Context: an optimization exercise on an open-source flow, tuned for small area. The choices shown serve that exercise and are no tape-out recipe.
The RTL was checked by simulation tests, not by an equivalence proof against the original design.
Power and IR drop assume default switching activity.

[flow/config.mk]
export PLATFORM = sky130hd
export DESIGN_NAME = tri_mode_mac
export DESIGN_NICKNAME = tri_mode_mac
export VERILOG_FILES = /design/flow/design.v
export SDC_FILE = /design/flow/constraint.sdc
export NUM_CORES = 4
export LEC_CHECK = 0
export CAP_MARGIN = 20
export CORE_MARGIN = 2
export CORE_UTILIZATION = 40
export SLEW_MARGIN = 20
[flow/constraint.sdc]
create_clock -name core_clock -period 8.0 [get_ports {clk}]
set_input_delay 1.6000 -clock core_clock [delete_from_list [all_inputs] [get_ports {clk}]]
set_output_delay 1.6000 -clock core_clock [all_outputs]
set_load 0.01 [all_outputs]
[flow/design.v]
module ethernet_crc32 #(
  parameter DATA_WIDTH = 8,
  parameter POLY_WIDTH = 32,
  parameter POLYNOMIAL = 33'h104C11DB7
  ) (
  input  logic                  clk,
  input  logic                  reset,
  input  logic                  crc_en,
  input  logic [DATA_WIDTH-1:0] data_in,
  output logic [POLY_WIDTH-1:0] crc_out
  );
  function [POLY_WIDTH-1:0] update_crc;
    input [POLY_WIDTH-1:0] old_crc;
    input data_in;
    input [POLY_WIDTH-0:0] polynomial;
    reg [POLY_WIDTH-1:0] new_crc;
    reg feedback;
    begin
      feedback = old_crc[POLY_WIDTH-1] ^ data_in;
      new_crc = old_crc << 1;
      update_crc = feedback ? new_crc ^ polynomial[POLY_WIDTH-1:0] : new_crc;
    end
  endfunction
  function [POLY_WIDTH-1:0] update_crc_parallel;
    input [POLY_WIDTH-1:0] old_crc;
    input [DATA_WIDTH-1:0] data_in;
    input [POLY_WIDTH-0:0] polynomial;
    reg [POLY_WIDTH-1:0] new_crc;
    integer i;
    begin
      new_crc = old_crc;
      for (i=0; i<DATA_WIDTH; i=i+1) begin
        new_crc = update_crc(new_crc, data_in[i], polynomial);
      end
      update_crc_parallel = new_crc;
    end
  endfunction
  always_ff @(posedge clk) begin
    if (reset) begin
      crc_out <= {32{1'b1}};
    end else if (crc_en) begin
      crc_out <= update_crc_parallel(crc_out,data_in,POLYNOMIAL);
    end
  end
endmodule
module ethernet_mac_encap #(
  parameter MIN_PAYLOAD_LENGTH = 46,
  parameter MAX_PAYLOAD_LENGTH = 1500
  ) (
  input  logic        clk,
  input  logic        reset,
  input  logic [7:0]  tdata,
  input  logic        tvalid,
  output logic        tready,
  input  logic        tuser,
  input  logic        tlast,
  input  logic [1:0]  speed_mode,  
  input  logic [47:0] mac_address,
  output logic        clk_enable,  
  output logic [7:0]  gmii_txd,    
  output logic        gmii_txen,   
  output logic        gmii_txer    
  );
  localparam MIN_FRAME_LENGTH = MIN_PAYLOAD_LENGTH+6+6+2;
  localparam MAX_FRAME_LENGTH = MAX_PAYLOAD_LENGTH+6+6+2;
  localparam PREAMBLE_LENGTH = 7;
  localparam FCS_LENGTH = 4;
  localparam IFG_LENGTH = 12;
  localparam PREAMBLE_DATA = 8'h55;
  localparam SFD_DATA = 8'hD5;
  localparam IFG_DATA = 8'h00;
  localparam CLOCK_DIVIDER_100M = 10;
  localparam CLOCK_DIVIDER_10M = 100;
  localparam CLKDIV_WIDTH = $clog2(CLOCK_DIVIDER_10M);
  logic [CLKDIV_WIDTH-1:0] clk_div;
  always_ff @(posedge clk) begin
    if (reset) begin
      clk_div <= {CLKDIV_WIDTH{1'b0}};
    end else begin
      if (clk_div >= CLOCK_DIVIDER_100M-1 && speed_mode[0]) begin
        clk_div <= {CLKDIV_WIDTH{1'b0}};
      end else if (clk_div >= CLOCK_DIVIDER_10M-1) begin
        clk_div <= {CLKDIV_WIDTH{1'b0}};
      end else begin
        clk_div <= clk_div + 1;
      end
    end
  end
  typedef enum {
    IDLE,
    PREAMBLE,
    SFD,
    DATA,
    FCS,
    PAD,
    IFG
  } state_type;
  state_type state;
  localparam COUNT_WDTH = $clog2(MAX_FRAME_LENGTH);
  logic [COUNT_WDTH-1:0] count;
  logic [FCS_LENGTH*8-1:0] crc_cal;
  logic [7:0] fcs [FCS_LENGTH];
  genvar i;
  generate
    for (i=0; i<FCS_LENGTH; i++) begin
      assign fcs[FCS_LENGTH-1-i] = ~{crc_cal[8*i+0],crc_cal[8*i+1],crc_cal[8*i+2],crc_cal[8*i+3],
                                     crc_cal[8*i+4],crc_cal[8*i+5],crc_cal[8*i+6],crc_cal[8*i+7]};
    end
  endgenerate
  logic frame_valid;
  assign frame_valid = state == PREAMBLE 
              | state == SFD 
              | state == DATA 
              | state == FCS 
              | state == PAD 
              | (state == IDLE && ~tready && tvalid);
  assign tready = state == DATA && clk_enable;
  always_ff @(posedge clk) begin
    if (reset) begin
      clk_enable <= 1'b0;
    end else if (speed_mode[1]) begin
      clk_enable <= 1'b1;  
    end else if (speed_mode[0]) begin
      clk_enable <= clk_div >= CLOCK_DIVIDER_100M-1;  
    end else begin
      clk_enable <= clk_div >= CLOCK_DIVIDER_10M-1;  
    end
  end
  always_ff @(posedge clk) begin
    if (reset) begin
      gmii_txd <= IFG_DATA;
    end else if (clk_enable) begin
      case (state)
        IDLE     : gmii_txd <= ~tready && tvalid ? PREAMBLE_DATA : IFG_DATA;
        PREAMBLE : gmii_txd <= PREAMBLE_DATA;
        SFD      : gmii_txd <= SFD_DATA;
        DATA     : gmii_txd <= tready && tvalid ? tdata : IFG_DATA;
        FCS      : gmii_txd <= fcs[count[$clog2(FCS_LENGTH)-1:0]];
        default  : gmii_txd <= IFG_DATA;
      endcase
    end
  end
  always_ff @(posedge clk) begin
    if (reset) begin
      gmii_txen <= 1'b0;
    end else if (clk_enable) begin
      gmii_txen <= frame_valid;
    end
  end
  always_ff @(posedge clk) begin
    if (reset) begin
      gmii_txer <= 1'b0;
    end else if (clk_enable) begin
      gmii_txer <= tready && tvalid && tuser;
    end
  end
  always_ff @(posedge clk) begin
    if (reset) begin
      state <= IDLE;
      count <= {COUNT_WDTH{1'b0}};
    end else if (clk_enable) begin
      case (state)
        IDLE : begin
          if (~tready && tvalid) begin
            state <= PREAMBLE;
          end
        end
        PREAMBLE : begin
          if (count >= PREAMBLE_LENGTH-2) begin
            count <= {COUNT_WDTH{1'b0}};
            state <= SFD;
          end else begin
            count <= count + 1;
          end
        end
        SFD : begin
          state <= DATA;
        end
        DATA : begin
          if (count >= MAX_FRAME_LENGTH-1) begin
            count <= {COUNT_WDTH{1'b0}};
            state <= FCS;
          end else if (tready && tvalid && tlast && count >= MIN_FRAME_LENGTH-1) begin
            count <= {COUNT_WDTH{1'b0}};
            state <= FCS;
          end else if (tready && tvalid && tlast) begin
            count <= count + 1;
            state <= PAD;
          end else begin
            count <= count + 1;
          end
        end
        PAD : begin
          if (count >= MIN_FRAME_LENGTH-1) begin
            count <= {COUNT_WDTH{1'b0}};
            state <= FCS;
          end else begin
            count <= count + 1;
          end
        end
        FCS : begin
          if (count >= FCS_LENGTH-1) begin
            count <= {COUNT_WDTH{1'b0}};
            state <= IFG;
          end else begin
            count <= count + 1;
          end
        end
        IFG : begin
          if (count >= IFG_LENGTH-1) begin
            count <= {COUNT_WDTH{1'b0}};
            state <= IDLE;
          end else begin
            count <= count + 1;
          end
        end
        default : begin
          state <= IDLE;
          count <= {COUNT_WDTH{1'b0}};
        end
      endcase
    end
  end
  ethernet_crc32 ethernet_crc32_inst (
    .clk     (clk),
    .reset   (state == IDLE),
    .crc_en  (clk_enable && (state == DATA || state == PAD)),
    .data_in (tready && tvalid ? tdata : IFG_DATA),
    .crc_out (crc_cal)
  );
endmodule
module ethernet_mac_decap #(
  parameter MIN_PAYLOAD_LENGTH = 46,
  parameter MAX_PAYLOAD_LENGTH = 1500
  ) (
  input  logic        clk,
  input  logic        reset,
  output logic [7:0]  tdata,
  output logic        tvalid,
  output logic        tuser,
  output logic        tlast,
  input  logic [1:0]  speed_mode,  
  input  logic        mac_address_filter,
  input  logic [47:0] mac_address,
  input  logic        clk_enable,
  input  logic [7:0]  gmii_rxd,        
  input  logic        gmii_rxdv,       
  input  logic        gmii_rxer        
  );
  localparam MIN_FRAME_LENGTH = MIN_PAYLOAD_LENGTH+6+6+2;
  localparam MAX_FRAME_LENGTH = MAX_PAYLOAD_LENGTH+6+6+2;
  localparam PREAMBLE_LENGTH = 7;
  localparam FCS_LENGTH = 4;
  localparam IFG_LENGTH = 12;
  localparam PREAMBLE_DATA = 8'h55;
  localparam SFD_DATA = 8'hD5;
  localparam IFG_DATA = 8'h00;
  localparam CRC32_RESIDUE = 32'hC704DD7B;  
  typedef enum {
    IDLE,  
    DATA,
    SKIP_FRAME
  } state_type;
  state_type state;
  localparam COUNT_WDTH = $clog2(MAX_FRAME_LENGTH);
  logic [COUNT_WDTH-1:0] count;
  logic [FCS_LENGTH*8-1:0] crc_cal;
  logic [7:0] hold;
  logic       rx_error;      
  logic       da_mismatch;   
  logic       da_bcast;      
  logic [7:0] mac_byte;
  always_comb begin
    case (count[2:0])
      3'd0    : mac_byte = mac_address[47:40];
      3'd1    : mac_byte = mac_address[39:32];
      3'd2    : mac_byte = mac_address[31:24];
      3'd3    : mac_byte = mac_address[23:16];
      3'd4    : mac_byte = mac_address[15:8];
      default : mac_byte = mac_address[7:0];
    endcase
  end
  always_ff @(posedge clk) begin
    if (reset) begin
      state  <= IDLE;
      count  <= {COUNT_WDTH{1'b0}};
      tvalid <= 1'b0;
      tlast  <= 1'b0;
      tuser  <= 1'b0;
    end else begin
      tvalid <= 1'b0;
      tlast  <= 1'b0;
      tuser  <= 1'b0;
      if (clk_enable) begin
        case (state)
          IDLE : begin
            rx_error    <= 1'b0;
            da_mismatch <= 1'b0;
            da_bcast    <= 1'b1;
            count       <= {COUNT_WDTH{1'b0}};
            if (gmii_rxdv && gmii_rxer) begin
              state <= SKIP_FRAME;
            end else if (gmii_rxdv && gmii_rxd == SFD_DATA) begin
              state <= DATA;
            end else if (gmii_rxdv && gmii_rxd == PREAMBLE_DATA) begin
              state <= IDLE;
            end else if (gmii_rxdv) begin
              state <= SKIP_FRAME;
            end
          end
          DATA : begin
            if (gmii_rxdv && count >= MAX_FRAME_LENGTH+FCS_LENGTH) begin
              state  <= SKIP_FRAME;
              count  <= {COUNT_WDTH{1'b0}};
              tdata  <= hold;
              tvalid <= 1'b1;
              tlast  <= 1'b1;
              tuser  <= 1'b1;
            end else if (gmii_rxdv) begin
              count    <= count + 1;
              hold     <= gmii_rxd;
              rx_error <= rx_error | gmii_rxer;
              if (count < 6) begin
                if (gmii_rxd != mac_byte) da_mismatch <= 1'b1;
                if (gmii_rxd != 8'hFF)    da_bcast    <= 1'b0;
              end
              if (count != 0) begin
                tdata  <= hold;
                tvalid <= 1'b1;
              end
            end else begin
              state <= IDLE;
              count <= {COUNT_WDTH{1'b0}};
              if (count != 0) begin
                tdata  <= hold;
                tvalid <= 1'b1;
                tlast  <= 1'b1;
                tuser  <= rx_error
                        | count < MIN_FRAME_LENGTH+FCS_LENGTH
                        | crc_cal != CRC32_RESIDUE
                        | (mac_address_filter & da_mismatch & ~da_bcast);
              end
            end
          end
          SKIP_FRAME : begin
            if (~gmii_rxdv) begin
              state <= IDLE;
            end
          end
          default : begin
            state <= IDLE;
            count <= {COUNT_WDTH{1'b0}};
          end
        endcase
      end
    end
  end
  ethernet_crc32 ethernet_crc32_inst (
    .clk     (clk),
    .reset   (state == IDLE),
    .crc_en  (clk_enable && gmii_rxdv && state == DATA),
    .data_in (gmii_rxd),
    .crc_out (crc_cal)
  );
endmodule
module ethernet_mac_top #(
  parameter MIN_PAYLOAD_LENGTH = 46,
  parameter MAX_PAYLOAD_LENGTH = 1500
  ) (
  input  logic        clk,
  input  logic        reset,
  output logic [7:0]  rx_tdata,
  output logic        rx_tvalid,
  output logic        rx_tuser,
  output logic        rx_tlast,
  input  logic [7:0]  tx_tdata,
  input  logic        tx_tvalid,
  output logic        tx_tready,
  input  logic        tx_tuser,
  input  logic        tx_tlast,
  input  logic [1:0]  speed_mode,      
  input  logic        mac_address_filter,
  input  logic [47:0] mac_address,
  input  logic        rx_clk_enable,   
  output logic        tx_clk_enable,   
  output logic [7:0]  gmii_txd,        
  output logic        gmii_txen,       
  output logic        gmii_txer,       
  input  logic [7:0]  gmii_rxd,        
  input  logic        gmii_rxdv,       
  input  logic        gmii_rxer        
  );
  ethernet_mac_decap #(
    .MIN_PAYLOAD_LENGTH (MIN_PAYLOAD_LENGTH),
    .MAX_PAYLOAD_LENGTH (MAX_PAYLOAD_LENGTH)
  ) ethernet_mac_decap_inst (
    .clk                (clk),
    .reset              (reset),
    .tdata              (rx_tdata),
    .tvalid             (rx_tvalid),
    .tuser              (rx_tuser),
    .tlast              (rx_tlast),
    .speed_mode         (speed_mode),
    .mac_address_filter (mac_address_filter),
    .mac_address        (mac_address),
    .clk_enable         (rx_clk_enable),
    .gmii_rxd           (gmii_rxd),
    .gmii_rxdv          (gmii_rxdv),
    .gmii_rxer          (gmii_rxer)
  );
  ethernet_mac_encap #(
    .MIN_PAYLOAD_LENGTH (MIN_PAYLOAD_LENGTH),
    .MAX_PAYLOAD_LENGTH (MAX_PAYLOAD_LENGTH)
  ) ethernet_mac_encap_inst (
    .clk                (clk),
    .reset              (reset),
    .tdata              (tx_tdata),
    .tvalid             (tx_tvalid),
    .tready             (tx_tready),
    .tuser              (tx_tuser),
    .tlast              (tx_tlast),
    .speed_mode         (speed_mode),
    .mac_address        (mac_address),
    .clk_enable         (tx_clk_enable),
    .gmii_txd           (gmii_txd),
    .gmii_txen          (gmii_txen),
    .gmii_txer          (gmii_txer)
  );
endmodule
module mdio_clause45_controller #(
  parameter integer CLAUSE_45 = 1,  
  parameter integer ACCESS_LENGTH = 2,
  parameter integer PHYADDR_LENGTH = 5,
  parameter integer DEVTYPE_LENGTH = 5,
  parameter integer DATA_LENGTH = 16,
  parameter integer CLOCK_DIVIDER = 50  
  ) (
  input  logic                      clk,
  input  logic                      reset,
  output logic                      mdc_o,
  input  logic                      mdio_i,
  output logic                      mdio_o,
  output logic                      mdio_oe,
  input  logic                      access_request,
  input  logic [ACCESS_LENGTH-1:0]  access_type,
  input  logic [DEVTYPE_LENGTH-1:0] dev_type,
  input  logic [PHYADDR_LENGTH-1:0] phy_address,
  input  logic [DATA_LENGTH-1:0]    write_data,
  output logic [DATA_LENGTH-1:0]    read_data,
  output logic                      access_complete,
  output logic                      busy
  );
  typedef enum {
    IDLE,
    TX_PREAMBLE,
    TX_COMMAND,
    RX_TURNAROUND_Z,
    RX_TURNAROUND_Z_READLOW,
    RX_DATA,
    TX_TURNAROUND_HIGH,
    TX_TURNAROUND_LOW,
    TX_DATA,
    DONE
  } state_type;
  state_type state;
  localparam PREAMBLE_LENGTH = 32;
  localparam START_LENGTH = 2;
  localparam TURNAROUND_LENGTH = 2;
  localparam COMMAND_LENGTH = START_LENGTH+ACCESS_LENGTH+PHYADDR_LENGTH+DEVTYPE_LENGTH;
  localparam bit [1:0] SOF = CLAUSE_45 ? 2'b00 : 2'b01;
  localparam COUNT_WIDTH = $clog2(PREAMBLE_LENGTH);
  logic [COUNT_WIDTH-1:0] count;
  logic [COMMAND_LENGTH-1:0] command;
  logic [DATA_LENGTH-1:0] data;
  localparam CLKDIV_WIDTH = $clog2(CLOCK_DIVIDER);
  logic [CLKDIV_WIDTH-1:0] clk_div;
  always_ff @(posedge clk) begin
    if (reset) begin
      clk_div <= {CLKDIV_WIDTH{1'b0}};
    end else begin
      if (clk_div >= CLOCK_DIVIDER-1) begin
        clk_div <= {CLKDIV_WIDTH{1'b0}};
      end else begin
        clk_div <= clk_div + 1;
      end
    end
  end
  logic request_pending;
  logic write_operation;
  always_ff @(posedge clk) begin
    if (reset) begin
      request_pending <= 0;
      write_operation <= 0;
    end else if (state == DONE) begin
      request_pending <= 0;
      write_operation <= 0;
    end else if (!request_pending && state == IDLE && access_request) begin
      request_pending <= 1;
      write_operation <= !access_type[1];
    end
  end
  assign busy = request_pending;
  always_ff @(posedge clk) begin
    if (!request_pending && state == IDLE && access_request) begin
      command <= {SOF,access_type,phy_address,dev_type};
    end else if (state == TX_COMMAND && clk_div == CLOCK_DIVIDER-1) begin
      command <= {command[COMMAND_LENGTH-2:0],1'b0};
    end
  end
  always_ff @(posedge clk) begin
    if (!request_pending && state == IDLE && access_request) begin
      data <= write_data;
    end else if (state == TX_DATA && clk_div == CLOCK_DIVIDER-1) begin
      data <= {data[DATA_LENGTH-2:0],1'b0};
    end
  end
  always_ff @(posedge clk) begin
    if (state == RX_DATA && clk_div == CLOCK_DIVIDER/4) begin
      read_data <= {read_data[DATA_LENGTH-2:0],mdio_i};
    end
  end
  always_ff @(posedge clk) begin
    if (state == DONE && clk_div == CLOCK_DIVIDER-1) begin
      access_complete <= 1'b1;
    end else begin
      access_complete <= 1'b0;
    end
  end
  always_ff @(posedge clk) begin
    if (!(state == IDLE | state == DONE) && clk_div >= CLOCK_DIVIDER/2) begin
      mdc_o <= 1'b1;
    end else begin
      mdc_o <= 1'b0;
    end
  end
  always_ff @(posedge clk) begin
    case (state)
      TX_PREAMBLE : begin
        mdio_o  <= 1'b1;
        mdio_oe <= 1'b1;
      end
      TX_COMMAND : begin
        mdio_o  <= command[COMMAND_LENGTH-1];
        mdio_oe <= 1'b1;
      end
      TX_TURNAROUND_HIGH : begin
        mdio_o  <= 1'b1;
        mdio_oe <= 1'b1;
      end
      TX_TURNAROUND_LOW : begin
        mdio_o  <= 1'b0;
        mdio_oe <= 1'b1;
      end
      TX_DATA : begin
        mdio_o  <= data[DATA_LENGTH-1];
        mdio_oe <= 1'b1;
      end
      default : begin
        mdio_o  <= 1'b0;
        mdio_oe <= 1'b0;
      end
    endcase
  end
  always_ff @(posedge clk) begin
    if (reset) begin
      state <= IDLE;
      count <= {COUNT_WIDTH{1'b0}};
    end else if (clk_div == CLOCK_DIVIDER-1) begin
      case (state)
        IDLE : begin
          if (request_pending) begin
            state <= TX_PREAMBLE;
          end
        end
        TX_PREAMBLE : begin
          if (count >= PREAMBLE_LENGTH-1) begin
            state <= TX_COMMAND;
            count <= {COUNT_WIDTH{1'b0}};
          end else begin
            count <= count + 1;
          end
        end
        TX_COMMAND : begin
          if (count >= COMMAND_LENGTH-1 && write_operation) begin
            state <= TX_TURNAROUND_HIGH;
            count <= {COUNT_WIDTH{1'b0}};
          end else if (count >= COMMAND_LENGTH-1) begin
            state <= RX_TURNAROUND_Z;
            count <= {COUNT_WIDTH{1'b0}};
          end else begin
            count <= count + 1;
          end
        end
        RX_TURNAROUND_Z : begin
          state <= RX_TURNAROUND_Z_READLOW;
        end
        RX_TURNAROUND_Z_READLOW : begin
          state <= RX_DATA;
        end
        TX_TURNAROUND_HIGH : begin
          state <= TX_TURNAROUND_LOW;
        end
        TX_TURNAROUND_LOW : begin
          state <= TX_DATA;
        end
        RX_DATA, TX_DATA : begin
          if (count >= DATA_LENGTH-1) begin
            state <= DONE;
            count <= {COUNT_WIDTH{1'b0}};
          end else begin
            count <= count + 1;
          end
        end
        DONE : begin
          state <= IDLE;
        end
        default : begin
          state <= IDLE;
        end
      endcase
    end
  end
endmodule
module tri_mode_mac (
  input  logic        clk,
  input  logic        reset,
  output logic [7:0]  rx_tdata,
  output logic        rx_tvalid,
  output logic        rx_tuser,
  output logic        rx_tlast,
  input  logic [7:0]  tx_tdata,
  input  logic        tx_tvalid,
  output logic        tx_tready,
  input  logic        tx_tuser,
  input  logic        tx_tlast,
  input  logic [1:0]  speed_mode,
  input  logic        mac_address_filter,
  input  logic [47:0] mac_address,
  input  logic        rx_clk_enable,
  output logic        tx_clk_enable,
  output logic [7:0]  gmii_txd,
  output logic        gmii_txen,
  output logic        gmii_txer,
  input  logic [7:0]  gmii_rxd,
  input  logic        gmii_rxdv,
  input  logic        gmii_rxer,
  output logic        mdc_o,
  input  logic        mdio_i,
  output logic        mdio_o,
  output logic        mdio_oe,
  input  logic        mdio_access_request,
  input  logic [1:0]  mdio_access_type,
  input  logic [4:0]  mdio_dev_type,
  input  logic [4:0]  mdio_phy_address,
  input  logic [15:0] mdio_write_data,
  output logic [15:0] mdio_read_data,
  output logic        mdio_access_complete,
  output logic        mdio_busy
  );
  ethernet_mac_top ethernet_mac_top_inst (
    .clk                (clk),
    .reset              (reset),
    .rx_tdata           (rx_tdata),
    .rx_tvalid          (rx_tvalid),
    .rx_tuser           (rx_tuser),
    .rx_tlast           (rx_tlast),
    .tx_tdata           (tx_tdata),
    .tx_tvalid          (tx_tvalid),
    .tx_tready          (tx_tready),
    .tx_tuser           (tx_tuser),
    .tx_tlast           (tx_tlast),
    .speed_mode         (speed_mode),
    .mac_address_filter (mac_address_filter),
    .mac_address        (mac_address),
    .rx_clk_enable      (rx_clk_enable),
    .tx_clk_enable      (tx_clk_enable),
    .gmii_txd           (gmii_txd),
    .gmii_txen          (gmii_txen),
    .gmii_txer          (gmii_txer),
    .gmii_rxd           (gmii_rxd),
    .gmii_rxdv          (gmii_rxdv),
    .gmii_rxer          (gmii_rxer)
  );
  mdio_clause45_controller mdio_inst (
    .clk             (clk),
    .reset           (reset),
    .mdc_o           (mdc_o),
    .mdio_i          (mdio_i),
    .mdio_o          (mdio_o),
    .mdio_oe         (mdio_oe),
    .access_request  (mdio_access_request),
    .access_type     (mdio_access_type),
    .dev_type        (mdio_dev_type),
    .phy_address     (mdio_phy_address),
    .write_data      (mdio_write_data),
    .read_data       (mdio_read_data),
    .access_complete (mdio_access_complete),
    .busy            (mdio_busy)
  );
endmodule
[flow/run.sh]
#!/bin/bash
# synth_recipe.tcl (not shown) runs the flow's synth.tcl, then flattens the netlist and writes it again
# the make line also repeats each setting of config.mk as NAME=value (left out here)
make -C /OpenROAD-flow-scripts/flow DESIGN_CONFIG=/design/flow/config.mk WORK_HOME=/design/flow/orfs CLKGATE_MAP_FILE= SYNTH_SCRIPT=/design/flow/synth_recipe.tcl finish
==> run notes <==
## how the worst max path moves through the flow
stage / to / from / slack, ns
after global routing: tx_tready / flip-flop / 4.04
after detailed placement: flip-flop / tx_tvalid / 3.74
after CTS: tx_tready / flip-flop / 4.13
after floorplan: flip-flop / gmii_rxd[2] / 4.78
final: tx_tready / flip-flop / 4.13
after global placement: flip-flop / tx_tvalid / 3.78
## worst register-to-register path: stages, from the launching register on
cell     delay, ns
dfxtp_1       0.96
inv_1         0.15
ha_1          0.38
nor2_1        0.13
o21ai_1       0.30
mux2i_1       0.37
xor2_1        0.20
nand4_1       0.12
o21ai_0       0.16
a21oi_1       0.09
## cell type report
type                    instances  area, um^2
multi-input cells             914        5909
clock inverters                13       156.4
diodes                          1       2.502
well taps                     378       473.0
fillers                      2643       13870
flip-flops and latches        228        5195
clock buffers                  35       755.7
repair buffers                155        1554
inverters                      26       97.59
## power breakdown
group	internal, mW	switching, mW
Combinational	0.130	0.153
Clock	0.761	0.484
Sequential	1.22	0.0195
## placed cells by master, fill, tap and decap left out, types with 24 or more instances in the layout
cell,netlist,final
clkdlybuf4s50_1,0,147
dfxtp_1,165,165
clkbuf_16,0,27
edfxtp_1,63,63
xnor2_1,101,101
inv_1,24,24
nand2_1,199,199
xor2_1,72,72
a21oi_1,55,55
o211ai_1,61,61
nand3_1,36,34
and2_1,35,35
nor2_1,86,86
## routing by layer
| layer | vias up | global-route usage, % | share of wire, % |
|---|---|---|---|
| met5 | - | 0 | 0 |
| met4 | 0 | 5.579 | 2.9 |
| met3 | 52 | 3.026 | 4.1 |
| met2 | 173 | 29.73 | 47 |
| met1 | 4314 | 24.24 | 46 |
| li1 | 4573 | - | - |
## cell families (layout without fill, tap and decap cells)
group | count (synthesis) | in the layout | share of synthesized area [%]
simple gates | 464 | 464 | 19.45
compound gates | 233 | 233 | 13.77
flops | 228 | 228 | 45.29
xor+xnor | 182 | 182 | 14.69
buf+inv | 96 | 229 | 3.349
fa+ha+maj | 18 | 18 | 1.963
mux | 17 | 17 | 1.494
other cells | 0 | 1 | 0
## stage by stage
stage	hold WS, ns	cell area [um^2]
finish	0.4181	14140
global route	0.4271	14140
CTS	0.4196	14140
detailed placement	0.4052	13230
global placement	0.4027	13190
floorplan	0.4003	11470
==> run notes <==
status no timing/DRC/antenna violations; row count 61; Die X between 150 and 200 um; Syn Area/Cell between 9 and 10 um^2; Tmin final 3.870 ns; CP bufs+invs 1; clock tree root driver cell clkbuf_16; largest net degree at the start of global routing 45; fraction of layout cells with a size suffix above 1 5.835%; Worst-Margin Slew 1.002 ns; Yosys top cell area share between 20% and 30%; most frequent cells after synthesis nand2_1 (199), dfxtp_1 (165), xnor2_1 (101); Max Clock Skew about 0.025 ns; All-Layer GR Usage 18.05%; P&R area growth vs syn 23.30%; clock transition at the registers of the reported paths 0.06 ns; post-CTS resize count 0; Worst slew margin between 30 and 40%; slowest stage delay, CP between 0.6 and 0.7 ns; CTS H-tree depth 1; Static Leak approximately 5.5 nW; setup_tns 0 ns; Clk Latency, worst-skew pair approximately 0.54 ns; Final Max Tran Viols 0; IO Port Bufs approximately 150; initial antenna violation count 0; hold depth 0; setup repair after global routing missed its margin no; clk sinks around 230; cells after synthesis about 1.2k; WP depth 2; HPWL Detailed a little under 20,000 um; pre-CTS WS around 3.7 ns; mapped cell area 11,470 um^2; CP endpoint kind primary output; FMAX about 260 MHz; Ports roughly 150; final hold viol count 0; via count 9,112; EDFF count, synth 63; setup ws final around 4.1 ns; Starting Density between 40% and 50%; CP arrival 2.27 ns; core area 28,010 um^2; Hold Crit Class reg -> reg; Crit path required time 6.40 ns; ys flop type dfxtp_1; CP top delay family flip-flops; critical path's slowest cell dfxtp_1; Clock Tree Buf Depth 3; Initial DRC Count 691; DRT Pass-1 Iters 7; most frequent cell after synthesis nand2_1; asr flop ratio synth 0%; Synth area leader dfxtp_1; chip height ~170 um; Placer Congestion between 0.8 and 0.9; vias in the first global route just under 9k; CTS Buf Count 26; global-route wire length before repair 45,230 um; R2R depth 9; drt wl/cell around 16 um; die area around 30,000 um^2; Final Instance Count excl. Fillers 1,750; DRC violations left 0; CTS tree done; Post-CTS Hold Buffers 0; Synth area leaders dfxtp_1 (29%), edfxtp_1 (16%), xnor2_1 (7.7%), nand2_1 (6.5%), xor2_1 (5.5%); critical path type reg -> out; Antenna Violating Nets Remaining 0; Synth warnings 5; drt total wl between 20,000 and 30,000 um; peak supply drop roughly 0.19 mV; final core occ between 50 and 60%; DP Cell Count 1,701; buffer count from post-CTS setup fixing 0; via density per instance 5.207; syn nets 1,361; Final setup viols 0; PwrDens roughly 200 nW/um^2; final worst-path cycle share approximately 48%; Netlist cell types 80; overall power roughly 2.8 mW; Seq cells post-synth between 200 and 250; Worst Path Max Fanout 19; startpoint types flip-flop; CP cell instances and4b_4, clkdlybuf4s50_1; sequential share of the synthesized area about 45%; R2R Setup Slk roughly 4.9 ns; nets approximately 1.5k; max cap viols 0; total gr overflow 0

## separate check: timing with driven ports
Ports are ideal in the flow. The routed layout listed here was re-timed in OpenROAD. Step 1 assumes that a clkbuf_16 drives the clock port and a buf_2 every other input. Step 2 also shifts input and output timing later by t, the mid clock arrival at the registers, as if the neighbouring blocks saw the same clock. a / b / c = ideal / step 1 / step 2; a / b = the first two.
t (ns): 0.579
setup slack, ns: 4.130 / 4.079 / 3.724
hold slack, ns: 0.418 / 0.418 / 0.418
After both steps setup and hold are still met in this run. The setup slack of this run moves by -0.051 ns with the drivers and by -0.406 ns with both steps.
